This is an optimization exercise on Yosys and OpenROAD, whose aim is small area, not a production implementation.
Only simulation tests tie the RTL to the original design; equivalence was not proved.

==> job 9136: inputs <==
## FIR
module FIR (input wire clk, input wire rst, input wire data_i_en, input wire [24:0] data_i,
  output wire data_o_en, output wire [24:0] data_o);
reg [5:0] cnt;
assign data_o_en = (cnt == 6'd39);
always @(posedge clk) if (rst) cnt <= 6'd0; else if (data_i_en && cnt != 6'd39) cnt <= cnt + 6'd1;
reg [24:0] d1;
reg [24:0] d2;
reg [24:0] d3;
reg [24:0] d4;
always @(posedge clk) if (data_i_en) begin
  d1 <= {~data_i[24], data_i[23:0]};
  d2 <= d1;
  d3 <= d2;
  d4 <= d3;
end
reg r_c33o9k11_1;
reg r_c33o9k22_2;
reg r_c3o3k4_3;
reg r_c3o3k17_4;
reg r_dl3o4b3_5;
reg r_dl3o4b16_6;
reg r_dl3o5b2_7;
reg r_dl3o5b15_8;
reg r_dl3o5b26_9;
reg r_c9o0k7_10;
reg r_c9o0k20_11;
reg r_c105o0k7_12;
reg r_c105o0k20_13;
reg r_c105o0k31_14;
reg r_dl105o2b5_15;
reg r_dl105o2b6_16;
reg r_dl105o2b18_17;
reg r_dl105o2b19_18;
reg r_dl105o2b29_19;
reg r_dl105o2b30_20;
reg r_c4329o2k18_21;
reg r_c4329o2k29_22;
reg r_dl3o6b1_23;
reg r_dl3o6b14_24;
reg r_dl3o6b25_25;
reg r_dl3o8b0_26;
  ...
make LEC_CHECK=0 CAP_MARGIN=20 CORE_MARGIN=2 CORE_UTILIZATION=65 CTS_BUF_LIST='sky130_fd_sc_hd__clkbuf_8 sky130_fd_sc_hd__clkbuf_16' CTS_CLUSTER_DIAMETER=90 CTS_CLUSTER_SIZE=24 GPL_TIMING_DRIVEN=0 SLEW_MARGIN=20 SYNTH_HIERARCHICAL=1 SYNTH_MINIMUM_KEEP_SIZE=0 finish   # period 8.0 ns
run.sh (not shown) runs the stock make flow with config.mk's settings and CLKGATE_MAP_FILE= SYNTH_SCRIPT=/design/flow/synth_recipe.tcl, a recipe that flattens the netlist after the stock synthesis.
==> inputs of job 1755, as changes to job 9136 <==
--- a/flow/config.mk
+++ b/flow/config.mk
@@ -11,7 +11,6 @@
 export CTS_BUF_LIST = sky130_fd_sc_hd__clkbuf_8 sky130_fd_sc_hd__clkbuf_16
 export CTS_CLUSTER_DIAMETER = 90
 export CTS_CLUSTER_SIZE = 24
-export GPL_TIMING_DRIVEN = 0
 export SLEW_MARGIN = 20
 export SYNTH_HIERARCHICAL = 1
 export SYNTH_MINIMUM_KEEP_SIZE = 0
==> qor summary <==
metric                                                          job 1755          job 9136
Aggregate global-route resource usage                              30.9%             29.6%
Arrival time of the worst setup path                             8.14 ns           8.33 ns
Antenna violations before repair                                       5                 1
Vias in the first global route                                     34157             34071
Number of nets in the layout                                        5040              5028
Total length of routed wires                              156000 microns    149000 microns
Core Util, Final                                                   69.7%             69.9%
Transition time at the pin with the least slew margin            1.26 ns           1.14 ns
Amount of wire on met2 after detailed routing              71700 microns     68400 microns
Global Route met1 Usage                                            49.1%             46.7%
Crit path capture                                      r_c40921o0k20_186  r_c19561o0k20_37
Largest clock skew in the final design                         0.0434 ns         0.0555 ns
Layout cell share with drive strength beyond 1                     10.5%             10.5%
Final worst-path setup slack                                    0.322 ns          0.139 ns
Run status                              no timing/DRC/antenna violations  no timing/DRC/antenna violations
Worst path bufs/invs                                                   2                 1
Design Area, Final                                           72100 sq um       72200 sq um
Clock period minus worst slack                                   7.68 ns           7.86 ns
Worst slack on hold paths                                       0.425 ns          0.417 ns
Count of clock-net buffers in the final layout                        57                58
Fill cell total of the finished layout                              6434              6477


==> inputs of build 12 <==
Another version of the RTL of FIR (not shown whole).
make LEC_CHECK=0 CAP_MARGIN=20 CORE_MARGIN=2 CORE_UTILIZATION=65 CTS_BUF_LIST='sky130_fd_sc_hd__clkbuf_8 sky130_fd_sc_hd__clkbuf_16' CTS_CLUSTER_DIAMETER=80 CTS_CLUSTER_SIZE=20 GPL_TIMING_DRIVEN=0 SLEW_MARGIN=20 SYNTH_HIERARCHICAL=1 SYNTH_MINIMUM_KEEP_SIZE=0 finish   # period 8.0 ns
==> trial 83: changes against build 12 <==
Settings changed: CTS_BUF_LIST sky130_fd_sc_hd__clkbuf_8 sky130_fd_sc_hd__clkbuf_16 to sky130_fd_sc_hd__clkbuf_4 sky130_fd_sc_hd__clkbuf_8, CTS_CLUSTER_DIAMETER 80 to default, CTS_CLUSTER_SIZE 20 to default.
==> comparison table <==
| quantity | build 12 | trial 83 |
|---|---|---|
| Outcome | finished clean | finished clean |
| Number of nets in the final layout | 5217 | 5333 |
| Layout cells sized above 1 | 0.103 | 0.147 |
| Met3 usage in global routing | 0.0926 | 0.0764 |
| Post-detailed-route wirelength per cell | 29.9 um | 28.9 um |
| Depth of the CTS H-tree | 3 | 4 |
| Fraction of area in multi-input gates | 0.441 | 0.431 |
| Met1 usage in global routing | 0.444 | 0.468 |
| Layout clock buffers | 74 | 233 |
| Clock-pin slew on the worst setup and hold paths | 0.09 ns | 0.06 ns |
| Number of vias in the routed layout | 30300 | 31400 |
| Met3 routed WL | 14500 um | 14100 um |
| Total GRT Usage | 0.297 | 0.303 |
| Reg-to-reg setup timing slack | 0.18 ns | 0.18 ns |
| M1 wire length | 62300 um | 64100 um |
| Slowest cell delay on critical path | 1.34 ns | 1.04 ns |
| Initial DRT Pass Iterations | 8 | 5 |
| Data required time at the worst endpoint | 8.42 ns | 8.59 ns |
| Drt first-iter violations | 2999 | 3281 |
| Clock tree root buffer cell | clkbuf_16 | clkbuf_8 |
| Relative area of clock buffers and inverters in the final design | 0.0285 | 0.0498 |


==> trial 23: inputs <==
Another version of the RTL of FIR (not shown whole).
==> flow/config.mk <==
export PLATFORM = sky130hd
export DESIGN_NAME = FIR
export DESIGN_NICKNAME = FIR
export VERILOG_FILES = /design/flow/design.v
export SDC_FILE = /design/flow/constraint.sdc
export NUM_CORES = 4
export LEC_CHECK = 0
export CAP_MARGIN = 5
export CORE_MARGIN = 2
export CORE_UTILIZATION = 75
export CTS_BUF_LIST = sky130_fd_sc_hd__clkbuf_8 sky130_fd_sc_hd__clkbuf_16
export CTS_CLUSTER_DIAMETER = 150
export CTS_CLUSTER_SIZE = 24
export SLEW_MARGIN = 5
export SYNTH_HIERARCHICAL = 1
export SYNTH_MINIMUM_KEEP_SIZE = 0
==> flow/constraint.sdc <==
create_clock -name core_clock -period 8.0 [get_ports {clk}]
set_input_delay 1.6000 -clock core_clock [delete_from_list [all_inputs] [get_ports {clk}]]
set_output_delay 1.6000 -clock core_clock [all_outputs]
set_load 0.01 [all_outputs]
==> inputs of build 22, as changes to trial 23 <==
- CAP_MARGIN: 5 -> 20
- CORE_UTILIZATION: 75 -> 65
- CTS_CLUSTER_DIAMETER: 150 -> 90
- CTS_CLUSTER_SIZE: 24 -> 28
- SLEW_MARGIN: 5 -> 20
==> reports/qor.yml <==
status: "complete, no violations"
slowest_delay_ns: 0.83
vias: 30290
pre_cts_ws_ns: 0.2501
worst_slack_ns: 0.1648
routedWlPerCell_um: 32.20
-- figures above: build 22

==> reports/qor.yml <==
slowest_delay_ns: 0.82
worst_slack_ns: 0.2032
status: "complete, no violations"
vias: 31170
-- figures above: trial 23



==> inputs of run A <==
FIR again, from the RTL that the note above started with.
clock: 8.0 ns
lec_check: 0
cap_margin: 20
core_margin: 2
core_utilization: 75
cts_buf_list: sky130_fd_sc_hd__clkbuf_4 sky130_fd_sc_hd__clkbuf_8
cts_cluster_diameter: 60
cts_cluster_size: 12
slew_margin: 20
synth_hierarchical: 1
synth_minimum_keep_size: 0
==> run K (differences from run A) <==
Settings changed: CTS_BUF_LIST sky130_fd_sc_hd__clkbuf_4 sky130_fd_sc_hd__clkbuf_8 to sky130_fd_sc_hd__clkbuf_8 sky130_fd_sc_hd__clkbuf_16, CTS_CLUSTER_DIAMETER 60 to 150, CTS_CLUSTER_SIZE 12 to 24.
==> run E (differences from run A) <==
Settings changed: CTS_BUF_LIST sky130_fd_sc_hd__clkbuf_4 sky130_fd_sc_hd__clkbuf_8 to sky130_fd_sc_hd__clkbuf_8 sky130_fd_sc_hd__clkbuf_16, CTS_CLUSTER_DIAMETER 60 to 250, CTS_CLUSTER_SIZE 12 to 24.
==> run Z (differences from run A) <==
Settings changed: CTS_BUF_LIST sky130_fd_sc_hd__clkbuf_4 sky130_fd_sc_hd__clkbuf_8 to sky130_fd_sc_hd__clkbuf_8 sky130_fd_sc_hd__clkbuf_16, CTS_CLUSTER_DIAMETER 60 to 90, CTS_CLUSTER_SIZE 12 to 24.
==> results by group <==
Cells and area
  • Fin area: 71660 µm²
  • Final instance count without filler cells: 4650

Setup path
  • R2R setup slack: between 0.2 and 0.3 ns

Status
  • Status: no timing/DRC/antenna violations

GRT
  • Vias in the first global route: about 35000

Detailed routing
  • WL/cell: about 34 µm

Clocking
  • Clk Latency, worst-skew pair: 0.71 ns

STA
  • Setup ws final: about 0.29 ns

Hold path
  • Min-delay src: d1[17]
That was run Z.
==> results by group <==
Status
  • Status: no timing/DRC/antenna violations

Clocking
  • Clk Latency, worst-skew pair: between 0.8 and 0.9 ns

STA
  • Setup ws final: approximately 0.29 ns

Hold path
  • Min-delay src: r_o0b22_1045

Cells and area
  • Fin area: approximately 72000 µm²
  • Final instance count without filler cells: between 4000 and 5000

Setup path
  • Critical path endpoint category: flip-flop
  • R2R setup slack: slightly below 0.3 ns

GRT
  • Vias in the first global route: 35786

Detailed routing
  • WL/cell: ~33 µm
That was run A.
==> results by group <==
Cells and area
  • Final instance count without filler cells: between 4000 and 5000
  • Fin area: a little over 70000 µm²
  • Seq/total area: around half

GRT
  • Vias in the first global route: 35226

Hold path
  • Min-delay src: d1[23]

Status
  • Status: no timing/DRC/antenna violations

Place
  • # port buffers: 53

Setup path
  • R2R setup slack: 0.29 ns

STA
  • Setup ws final: between 0.2 and 0.3 ns
  • Crit path time final: 7.710 ns

Detailed routing
  • WL/cell: 34.10 µm
That was run E.
==> results by group <==
Clocking
  • Clk Latency, worst-skew pair: between 0.6 and 0.7 ns

Hold path
  • Min-delay src: r_o0b15_1038

Setup path
  • R2R setup slack: 0.20 ns

Status
  • Status: no timing/DRC/antenna violations

GRT
  • Vias in the first global route: around 35000

STA
  • Setup ws final: slightly above 0.2 ns
That was run K.


==> inputs of job 6463 <==
FIR again, from the RTL that the note above started with.
clock: 8.0 ns
lec_check: 0
cap_margin: 10
core_margin: 2
core_utilization: 75
cts_buf_list: sky130_fd_sc_hd__clkbuf_8 sky130_fd_sc_hd__clkbuf_16
cts_cluster_diameter: 150
cts_cluster_size: 24
slew_margin: 10
synth_hierarchical: 1
synth_minimum_keep_size: 0
==> job 8721 (differences from job 6463) <==
==> flow/config.mk (replaced) <==
export PLATFORM = sky130hd
export DESIGN_NAME = FIR
export DESIGN_NICKNAME = FIR
export VERILOG_FILES = /design/flow/design.v
export SDC_FILE = /design/flow/constraint.sdc
export NUM_CORES = 4
export LEC_CHECK = 0
export CAP_MARGIN = 20
export CORE_MARGIN = 2
export CORE_UTILIZATION = 70
export CTS_BUF_LIST = sky130_fd_sc_hd__clkbuf_16
export CTS_CLUSTER_DIAMETER = 150
export CTS_CLUSTER_SIZE = 26
export SLEW_MARGIN = 20
export SYNTH_HIERARCHICAL = 1
export SYNTH_MINIMUM_KEEP_SIZE = 0
==> run summary <==
Against job 6463, the clock-buffer cell count of job 8721 is lower by 3. Sequential cell count is the same in job 6463 and job 8721. In synthesized area, job 6463 and job 8721 do not differ. Against job 8721, the setup slack of job 6463 is lower by 58 ps. In job 8721 the critical path depth is lower than in job 6463, by 2.

-- separate check: timing with driven ports --
How much do the figures lean on ideal ports? The routed layouts below were timed once more, with nothing changed but the port constraints.
Step 1: set_driving_cell puts a clkbuf_16 on clk and a buf_2 on each other input, an assumption about the parent block.
Step 2, shift: input delay + t, output delay - t, t = (earliest + latest rising clock arrival at the registers) / 2. This alone moves slack from input paths to output paths.
Slacks: no drivers / after step 1 / after step 2; pairs: no drivers / after step 1.
| run | shift t [ns] | setup WS [ns] | worst hold slack (ns) | cell pins on the clock port's net |
|---|---|---|---|---|
| job 9136 | 0.764 | 0.139 / 0.139 / 0.139 | 0.417 / 0.417 / 0.417 | 1 |
| job 1755 | 0.779 | 0.322 / 0.322 / 0.322 | 0.425 / 0.425 / 0.425 | 1 |
| build 12 | 0.732 | 0.179 / 0.179 / 0.179 | 0.421 / 0.421 / 0.421 | 1 |
| trial 83 | 0.930 | 0.180 / 0.180 / 0.180 | 0.407 / 0.407 / 0.407 | 1 |
| trial 23 | 0.734 | 0.203 / 0.203 / 0.203 | 0.420 / 0.420 / 0.420 | 1 |
| build 22 | 0.766 | 0.165 / 0.165 / 0.165 | 0.429 / 0.429 / 0.429 | 1 |
| run A | 0.887 | 0.289 / 0.289 / 0.289 | 0.417 / 0.417 / 0.417 | 1 |
| run K | 0.734 | 0.203 / 0.203 / 0.203 | 0.420 / 0.420 / 0.420 | 1 |
| run E | 0.758 | 0.290 / 0.290 / 0.290 | 0.424 / 0.424 / 0.424 | 1 |
| run Z | 0.756 | 0.290 / 0.290 / 0.290 | 0.424 / 0.424 / 0.424 | 1 |
| job 6463 | 0.734 | 0.203 / 0.203 / 0.203 | 0.420 / 0.420 / 0.420 | 1 |
| job 8721 | 0.748 | 0.261 / 0.261 / 0.261 | 0.425 / 0.425 / 0.425 | 1 |
After both steps every run listed still meets setup and hold.
